This design comes from an exercise in tuning for small area on the open sky130 flow, not from production work.
Only simulation tests tie the RTL to the original design; equivalence was not proved.
The flow treats the clock pin as an ideal source, which a real chip does not have.
Power is estimated from default activity; no workload was simulated.

Design ASP, start of the top module:
module ASP #(parameter data_size = 32, parameter tag_size = 8, parameter mem_depth = 256) (
    input clk,
    input reset,
    input data_parity_ready_in,
    input[(data_size):0] data_parity_in,
    input network_data_ready_in,
    input network_ACK_in,
    input[(data_size+tag_size-1):0] network_data_tag_in,
    output parity_error_out,
    output host_data_ready_out,
    output[(data_size-1):0] host_data_out,
    output network_data_ready_out,
    output network_ACK_out,
    output[(data_size+tag_size-1):0] network_data_tag_out
);
Size: roughly 380 cells after synthesis, about 150 I/O pins, roughly 5700 µm² of cells after synthesis.
==> flow/config.mk <==
export PLATFORM = sky130hd
export DESIGN_NAME = ASP
export DESIGN_NICKNAME = ASP
export VERILOG_FILES = /design/flow/design.v
export SDC_FILE = /design/flow/constraint.sdc
export NUM_CORES = 4
export LEC_CHECK = 0
export CAP_MARGIN = 20
export CORE_MARGIN = 2
export CORE_UTILIZATION = 60
export SLEW_MARGIN = 20
==> flow/constraint.sdc <==
create_clock -name core_clock -period 5.0 [get_ports {clk}]
set_input_delay 1.0000 -clock core_clock [delete_from_list [all_inputs] [get_ports {clk}]]
set_output_delay 1.0000 -clock core_clock [all_outputs]
set_load 0.01 [all_outputs]
standard.sh (not shown) runs the stock make flow with config.mk's settings and CLKGATE_MAP_FILE= SYNTH_SCRIPT=/design/flow/synth_recipe.tcl, a recipe that flattens the netlist after the stock synthesis.
==> flow/flow/run.sh <==
#!/bin/bash
set -euo pipefail
export BUFFER_PORTS_ARGS="-buffer_cell sky130_fd_sc_hd__buf_1"
export CTS_ARGS="-sink_clustering_enable -repair_clock_nets -dont_use_dummy_load -buf_list sky130_fd_sc_hd__clkbuf_8 -sink_clustering_size 24 -sink_clustering_max_diameter 50"
bash standard.sh > standard.log 2>&1
Edit:
==> flow/run.sh (new file) <==
#!/bin/bash
# synth_recipe.tcl (not shown) runs the flow's synth.tcl, then flattens the netlist and writes it again
# the make line also repeats each setting of config.mk as NAME=value (left out here)
make -C /OpenROAD-flow-scripts/flow DESIGN_CONFIG=/design/flow/config.mk WORK_HOME=/design/flow/orfs CLKGATE_MAP_FILE= SYNTH_SCRIPT=/design/flow/synth_recipe.tcl finish
CORE_UTILIZATION = 40   (was 60)
removed: flow/flow/run.sh
removed: flow/standard.sh
Outcome: Area after synthesis does not change; cell count went up by roughly a tenth; worst setup slack got worse by 0.57 ns; synthesized cell count stays the same.
Edit:
==> flow/flow/run.sh (new file) <==
#!/bin/bash
set -euo pipefail
export BUFFER_PORTS_ARGS="-buffer_cell sky130_fd_sc_hd__buf_1"
bash standard.sh > standard.log 2>&1
==> flow/standard.sh (new file) <==
#!/bin/bash
# synth_recipe.tcl (not shown) runs the flow's synth.tcl, then flattens the netlist and writes it again
# the make line also repeats each setting of config.mk as NAME=value (left out here)
make -C /OpenROAD-flow-scripts/flow DESIGN_CONFIG=/design/flow/config.mk WORK_HOME=/design/flow/orfs CLKGATE_MAP_FILE= SYNTH_SCRIPT=/design/flow/synth_recipe.tcl "${@:-finish}"
ABC_AREA = 1   (was default)
CTS_BUF_LIST = sky130_fd_sc_hd__clkbuf_4   (was default)
removed: flow/run.sh
Result: Wire length went up by a quarter to a third; area after synthesis went up by about a fifth; combinational power went down by well over a third; final cell count went up by well over a third; setup slack improved by 0.92 ns; first-iteration DRC count went up by a little under a tenth; maximum frequency went up by a quarter to a third; final area went down by a few percent; non-clock buffer count went up by 1; sequential power went down by about a fifth; global-route usage went up by 2.4 points.
Edit:
ABC_AREA = default   (was 1)
CTS_BUF_LIST = default   (was sky130_fd_sc_hd__clkbuf_4)
Core utilization came out higher by 2.2 points.
Total power came out higher by a quarter to a third.
Non-clock buffer count came out lower by 1.
Clock power came out higher by about a fifth.
Synthesized area came out lower by roughly a tenth.

* * *

build 55:
ASP, a different RTL version from the one above (not shown whole).
For scale: roughly 370 cells after synthesis, about 150 I/O pins.
==> flow/config.mk <==
export PLATFORM = sky130hd
export DESIGN_NAME = ASP
export DESIGN_NICKNAME = ASP
export VERILOG_FILES = /design/flow/design.v
export SDC_FILE = /design/flow/constraint.sdc
export NUM_CORES = 4
export LEC_CHECK = 0
export CAP_MARGIN = 20
export CORE_MARGIN = 2
export CORE_UTILIZATION = 70
export GPL_TIMING_DRIVEN = 0
export SLEW_MARGIN = 20
==> flow/constraint.sdc <==
create_clock -name core_clock -period 5.0 [get_ports {clk}]
set_input_delay 1.0000 -clock core_clock [delete_from_list [all_inputs] [get_ports {clk}]]
set_output_delay 1.0000 -clock core_clock [all_outputs]
set_load 0.01 [all_outputs]
==> flow/flow/run.sh <==
#!/bin/bash
# The standard layout, with these changes:
#  - the combinational logic of the standard synthesis is mapped again by ABC for area
#    (flow/area.script); the flip-flops keep their cells and names;
#  - the port buffers are inserted as the smallest buffer cell;
#  - the buffers that synthesis put on high-fanout nets are removed before placement
#    (REMOVE_ABC_BUFFERS);
#  - the clock tree is built from clkbuf_4 cells without dummy loads, and flow/post_cts.tcl
#    gives any leaf buffer with too many flip-flops for the clock-pin slew limit the
#    stronger buf_6 cell.
set -euo pipefail
export BUFFER_PORTS_ARGS="-buffer_cell sky130_fd_sc_hd__buf_1"
export REMOVE_ABC_BUFFERS=1
export CTS_ARGS="-sink_clustering_enable -repair_clock_nets -dont_use_dummy_load -buf_list sky130_fd_sc_hd__clkbuf_4 -sink_clustering_size 12 -sink_clustering_max_diameter 40"
export POST_CTS_TCL="$PWD/flow/post_cts.tcl"
R=orfs/results/$FLOW_PLATFORM/ASP/base
LIB=$FLOW_HOME/platforms/$FLOW_PLATFORM/lib/sky130_fd_sc_hd__tt_025C_1v80.lib

bash standard.sh synth > standard_synth.log 2>&1

python3 flow/comblib.py $LIB comb.lib > comblib.log 2>&1
DU=$(sed -n '/DONT_USE_CELLS/,/^#/p' $FLOW_HOME/platforms/$FLOW_PLATFORM/config.mk | grep -o 'sky130_fd_sc_hd__[A-Za-z0-9_]*' | sed 's/^/-dont_use /' | tr '\n' ' ')
cp $R/1_2_yosys.v standard_1_2_yosys.v
cat > resynth.ys <<EOY
read_liberty -ignore_miss_func comb.lib
read_liberty -lib -nooverwrite $LIB
read_verilog standard_1_2_yosys.v
hierarchy -top $FLOW_TOP
flatten
rename -hide w:*.*
opt_clean
abc -liberty $LIB $DU -script flow/area.script
read_liberty -lib -overwrite $LIB
hierarchy -top $FLOW_TOP
splitnets
opt_clean -purge
hilomap -singleton -hicell sky130_fd_sc_hd__conb_1 HI -locell sky130_fd_sc_hd__conb_1 LO
insbuf -buf sky130_fd_sc_hd__buf_4 A X
check -assert -mapped
stat -liberty $LIB
write_verilog -noattr -nohex -nodec resynth.v
EOY
yosys -s resynth.ys > resynth.log 2>&1
cp resynth.v $R/1_2_yosys.v

bash standard.sh > standard.log 2>&1
==> flow/flow/area.script <==
strash
&get -n
&st
&dch
&nf -R 1000
&put
==> flow/flow/comblib.py <==
# Writes comb.lib: the platform's liberty file with only its combinational cells, so that
# Yosys can read their functions while the flip-flop cells stay black boxes.
import re, sys
src, dst = sys.argv[1], sys.argv[2]
t = open(src).read()
m = re.search(r'\n\s*cell\s*\(', t)
head, pos, keep = t[:m.start()], m.start(), []
while True:
    m = re.search(r'\n\s*cell\s*\(', t[pos:])
    if not m:
        break
    s = pos + m.start()
    k, d = t.index('{', s), 0
    while True:
        if t[k] == '{':
            d += 1
        elif t[k] == '}':
            d -= 1
            if d == 0:
                break
        k += 1
    cell = t[s:k + 1]
    if not re.search(r'\b(ff|latch|statetable)\s*\(', cell):
        keep.append(cell)
    pos = k + 1
open(dst, 'w').write(head + ''.join(keep) + t[pos:])
==> flow/flow/post_cts.tcl <==
set block [ord::get_db_block]
set big [[ord::get_db] findMaster sky130_fd_sc_hd__buf_6]
set upsized 0
foreach inst [$block getInsts] {
  if { [[$inst getMaster] getName] ne "sky130_fd_sc_hd__clkbuf_4" } {
    continue
  }
  set net [[$inst findITerm X] getNet]
  if { $net eq "NULL" } {
    continue
  }
  set loads [expr { [llength [$net getITerms]] - 1 }]
  if { $loads > 12 } {
    $inst swapMaster $big
    incr upsized
  }
}
puts "post_cts: upsized $upsized clock buffers to buf_6"
if { $upsized > 0 } {
  detailed_placement
  check_placement -verbose
}
Build 55 finished all stages; the layout is clean.
--- input diff build 55..build 3 ---
==> flow/flow/run.sh <==
#!/bin/bash
# The standard layout, with these changes:
#  - the port buffers are inserted as the smallest buffer cell;
#  - the buffers that synthesis put on high-fanout nets are removed before placement
#    (REMOVE_ABC_BUFFERS);
#  - the clock tree is built from clkbuf_4 cells without dummy loads, and flow/post_cts.tcl
#    upsizes any leaf buffer with too many flip-flops for the clock-pin slew limit.
set -euo pipefail
export BUFFER_PORTS_ARGS="-buffer_cell sky130_fd_sc_hd__buf_1"
export REMOVE_ABC_BUFFERS=1
export CTS_ARGS="-sink_clustering_enable -repair_clock_nets -dont_use_dummy_load -buf_list sky130_fd_sc_hd__clkbuf_4 -sink_clustering_size 12 -sink_clustering_max_diameter 40"
export POST_CTS_TCL="$PWD/flow/post_cts.tcl"
bash standard.sh > standard.log 2>&1
diff --git a/flow/flow/post_cts.tcl b/flow/flow/post_cts.tcl
--- a/flow/flow/post_cts.tcl
+++ b/flow/flow/post_cts.tcl
@@ -2 +2 @@
-set big [[ord::get_db] findMaster sky130_fd_sc_hd__buf_6]
+set big [[ord::get_db] findMaster sky130_fd_sc_hd__clkbuf_8]
@@ -18 +18 @@
-puts "post_cts: upsized $upsized clock buffers to buf_6"
+puts "post_cts: upsized $upsized clock buffers to clkbuf_8"
removed: flow/flow/area.script
removed: flow/flow/comblib.py
Notes after the runs:
Looking at the reports, build 3 completed the entire flow and the layout it produced met the timing, DRC and antenna checks.
Changes observed in build 3 relative to build 55: met3 wire length saw a decrease, post-route cell area now sits higher, routing usage on met2 saw a decrease, sequential cell area share has decreased.
Comparing build 3 against build 55, there is no change at all in count of flip-flops and latches.
Relative to build 55, fraction of power consumed by the clock network increased by 1.0 points in build 3.
Higher final core utilization was reported by build 55, not build 3.
In the tables for build 3 and build 55, area after synthesis reads higher with build 3.
Reported for build 3 and build 55, layout buffer count excluding clock buffers turned out identical to the last digit.
Against build 55, wire length in build 3 rose slightly.
Relative to build 3, the following input files were edited for build 97:
==> flow/flow/run.sh <==
#!/bin/bash
set -euo pipefail
export BUFFER_PORTS_ARGS="-buffer_cell sky130_fd_sc_hd__buf_1"
export REMOVE_ABC_BUFFERS=1
export CTS_ARGS="-sink_clustering_enable -repair_clock_nets -dont_use_dummy_load -buf_list sky130_fd_sc_hd__clkbuf_4 -sink_clustering_size 12 -sink_clustering_max_diameter 40"
export POST_CTS_TCL="$PWD/flow/post_cts.tcl"
bash standard.sh > standard.log 2>&1
--- outcome ---
- Build 97: full flow OK, the timing, DRC and antenna checks passed
- Re count of clock buffers in the final design: no difference whatsoever between build 97 and build 3.
- Reported for build 97 and build 3, met1 track demand over resource in global routing turned out identical to the last digit.
- [compare] base=build 3 new=build 97: worst slack on hold paths comparable; core area comparable; final core area utilization comparable.
- Re setup slack: no difference whatsoever between build 3 and build 97.
- There was hardly any difference in final instance area between build 3 and build 97.
- Async set-reset flop share out of synthesis: build 3 vs build 97 identical
- Diff build 3 -> build 97: sequential share of power held; count of unresolved DRC violations after routing held.
> inputs changed (build 97 -> build 64)
diff --git a/flow/flow/run.sh b/flow/flow/run.sh
--- a/flow/flow/run.sh
+++ b/flow/flow/run.sh
@@ -1,0 +2,8 @@
+# The standard layout, with these changes:
+#  - the combinational logic of the standard synthesis is mapped again by ABC for area
+#    (flow/area.script); the flip-flops keep their cells and names;
+#  - the port buffers are inserted as the smallest buffer cell;
+#  - the buffers that synthesis put on high-fanout nets are removed before placement
+#    (REMOVE_ABC_BUFFERS);
+#  - the clock tree is built from clkbuf_4 cells without dummy loads, and flow/post_cts.tcl
+#    upsizes any leaf buffer with too many flip-flops for the clock-pin slew limit.
@@ -6,0 +15,30 @@
+R=orfs/results/$FLOW_PLATFORM/ASP/base
+LIB=$FLOW_HOME/platforms/$FLOW_PLATFORM/lib/sky130_fd_sc_hd__tt_025C_1v80.lib
+
+bash standard.sh synth > standard_synth.log 2>&1
+
+python3 flow/comblib.py $LIB comb.lib > comblib.log 2>&1
+DU=$(sed -n '/DONT_USE_CELLS/,/^#/p' $FLOW_HOME/platforms/$FLOW_PLATFORM/config.mk | grep -o 'sky130_fd_sc_hd__[A-Za-z0-9_]*' | sed 's/^/-dont_use /' | tr '\n' ' ')
+cp $R/1_2_yosys.v standard_1_2_yosys.v
+cat > resynth.ys <<EOY
+read_liberty -ignore_miss_func comb.lib
+read_liberty -lib -nooverwrite $LIB
+read_verilog standard_1_2_yosys.v
+hierarchy -top $FLOW_TOP
+flatten
+rename -hide w:*.*
+opt_clean
+abc -liberty $LIB $DU -script flow/area.script
+read_liberty -lib -overwrite $LIB
+hierarchy -top $FLOW_TOP
+splitnets
+opt_clean -purge
+hilomap -singleton -hicell sky130_fd_sc_hd__conb_1 HI -locell sky130_fd_sc_hd__conb_1 LO
+insbuf -buf sky130_fd_sc_hd__buf_4 A X
+check -assert -mapped
+stat -liberty $LIB
+write_verilog -noattr -nohex -nodec resynth.v
+EOY
+yosys -s resynth.ys > resynth.log 2>&1
+cp resynth.v $R/1_2_yosys.v
+
==> flow/flow/area.script (new file) <==
strash
&get -n
&st
&dch
&nf -R 1000
&put
==> flow/flow/comblib.py (new file) <==
# Writes comb.lib: the platform's liberty file with only its combinational cells, so that
# Yosys can read their functions while the flip-flop cells stay black boxes.
import re, sys
src, dst = sys.argv[1], sys.argv[2]
t = open(src).read()
m = re.search(r'\n\s*cell\s*\(', t)
head, pos, keep = t[:m.start()], m.start(), []
while True:
    m = re.search(r'\n\s*cell\s*\(', t[pos:])
    if not m:
        break
    s = pos + m.start()
    k, d = t.index('{', s), 0
    while True:
        if t[k] == '{':
            d += 1
        elif t[k] == '}':
            d -= 1
            if d == 0:
                break
        k += 1
    cell = t[s:k + 1]
    if not re.search(r'\b(ff|latch|statetable)\s*\(', cell):
        keep.append(cell)
    pos = k + 1
open(dst, 'w').write(head + ''.join(keep) + t[pos:])
## What came out
- Build 64 vs. build 97: worst setup slack after layout moved down, worst hold slack moved down, peak ir drop on the vdd network moved up, share of post-route cells with drive strength above 1 moved down.
For build 66, these inputs were changed with respect to build 64:
diff --git a/flow/flow/post_cts.tcl b/flow/flow/post_cts.tcl
--- a/flow/flow/post_cts.tcl
+++ b/flow/flow/post_cts.tcl
@@ -2 +2 @@
-set big [[ord::get_db] findMaster sky130_fd_sc_hd__clkbuf_8]
+set big [[ord::get_db] findMaster sky130_fd_sc_hd__buf_6]
@@ -18 +18 @@
-puts "post_cts: upsized $upsized clock buffers to clkbuf_8"
+puts "post_cts: upsized $upsized clock buffers to buf_6"
Notes after the runs:
Build 66: PASS, flow complete, no timing, DRC or antenna violations. Total net switching power: build 64 vs build 66, no meaningful difference. Between build 66 and build 64, post-route worst hold slack is higher for build 64, build 66 comes in under that. Post-synthesis instance total: build 64 vs build 66 identical. Post-detailed-routing wire length: build 66 vs build 64 down about 1.2%.

* * *

== the reference run ==
Another version of the RTL of ASP (not shown whole).
Size in the first run: roughly 390 cells after synthesis, roughly 200 flip-flops, about 150 I/O pins, about 5600 um2 of cells after synthesis.
clock: 5.0 ns
lec_check: 0
cap_margin: 20
core_margin: 2
core_utilization: 70
slew_margin: 20
==> flow/flow/run.sh <==
#!/bin/bash
set -euo pipefail
export BUFFER_PORTS_ARGS="-buffer_cell sky130_fd_sc_hd__buf_1"
export CTS_ARGS="-sink_clustering_enable -repair_clock_nets -dont_use_dummy_load -buf_list sky130_fd_sc_hd__clkbuf_4 -sink_clustering_size 12 -sink_clustering_max_diameter 40"
bash standard.sh > standard.log 2>&1
## Diff of input files: the trial run against the reference run
- swapping 20 for 0 in SLEW_MARGIN
- swapping 20 for 0 in CAP_MARGIN
==> run notes <==
The fmax was comparable across the trial run and the reference run.
Diff the trial run..the reference run | count of flip-flops with a built-in enable after synthesis | unchanged
As far as routing usage on met1 goes, the trial run and the reference run are indistinguishable; the numbers are identical.

-- port drivers added, routing unchanged --
Ports are ideal in the flow. The routed layouts listed here were re-timed in OpenROAD. Step 1 (the two cells are an assumption about what drives the block):
set clk [get_ports {clk}]
set_driving_cell -lib_cell sky130_fd_sc_hd__clkbuf_16 $clk
set_driving_cell -lib_cell sky130_fd_sc_hd__buf_2 [delete_from_list [all_inputs] $clk]
Step 2, shift: input delay + t, output delay - t, t = (earliest + latest rising clock arrival at the registers) / 2. This alone moves slack from input paths to output paths. a / b / c = ideal / step 1 / step 2; a / b = the first two.
| run | shift t [ns] | slack for setup (ns) | worst setup path after step 2 | worst data-port slew with drivers (ns) | cell pins on the clock port's net |
|---|---|---|---|---|---|
| the first run of note 1 | 0.486 | 1.994 / 2.002 / 1.517 | input to register | 0.06 | 1 |
| the second run of note 1 | 0.498 | 1.419 / 1.395 / 1.168 | input to register | 0.05 | 1 |
| the third run of note 1 | 0.639 | 2.344 / 2.318 / 1.839 | input to register | 0.05 | 1 |
| the fourth run of note 1 | 0.504 | 1.949 / 1.965 / 1.461 | input to register | 0.05 | 1 |
| build 55 | 0.426 | 2.077 / 2.039 / 2.039 | input to output | 0.05 | 1 |
| build 3 | 0.450 | 2.111 / 2.089 / 2.089 | input to output | 0.05 | 1 |
| build 97 | 0.450 | 2.111 / 2.089 / 2.089 | input to output | 0.05 | 1 |
| build 64 | 0.441 | 2.086 / 2.049 / 2.049 | input to output | 0.05 | 1 |
| build 66 | 0.426 | 2.077 / 2.039 / 2.039 | input to output | 0.05 | 1 |
| the reference run | 0.574 | 2.096 / 2.066 / 2.066 | input to output | 0.06 | 1 |
| the trial run | 0.574 | 2.096 / 2.066 / 2.066 | input to output | 0.06 | 1 |
After both steps every run listed still meets setup and hold. The setup slack of the third run of note 1, which loses most, moves by -0.026 ns with the drivers and by -0.505 ns with both steps.
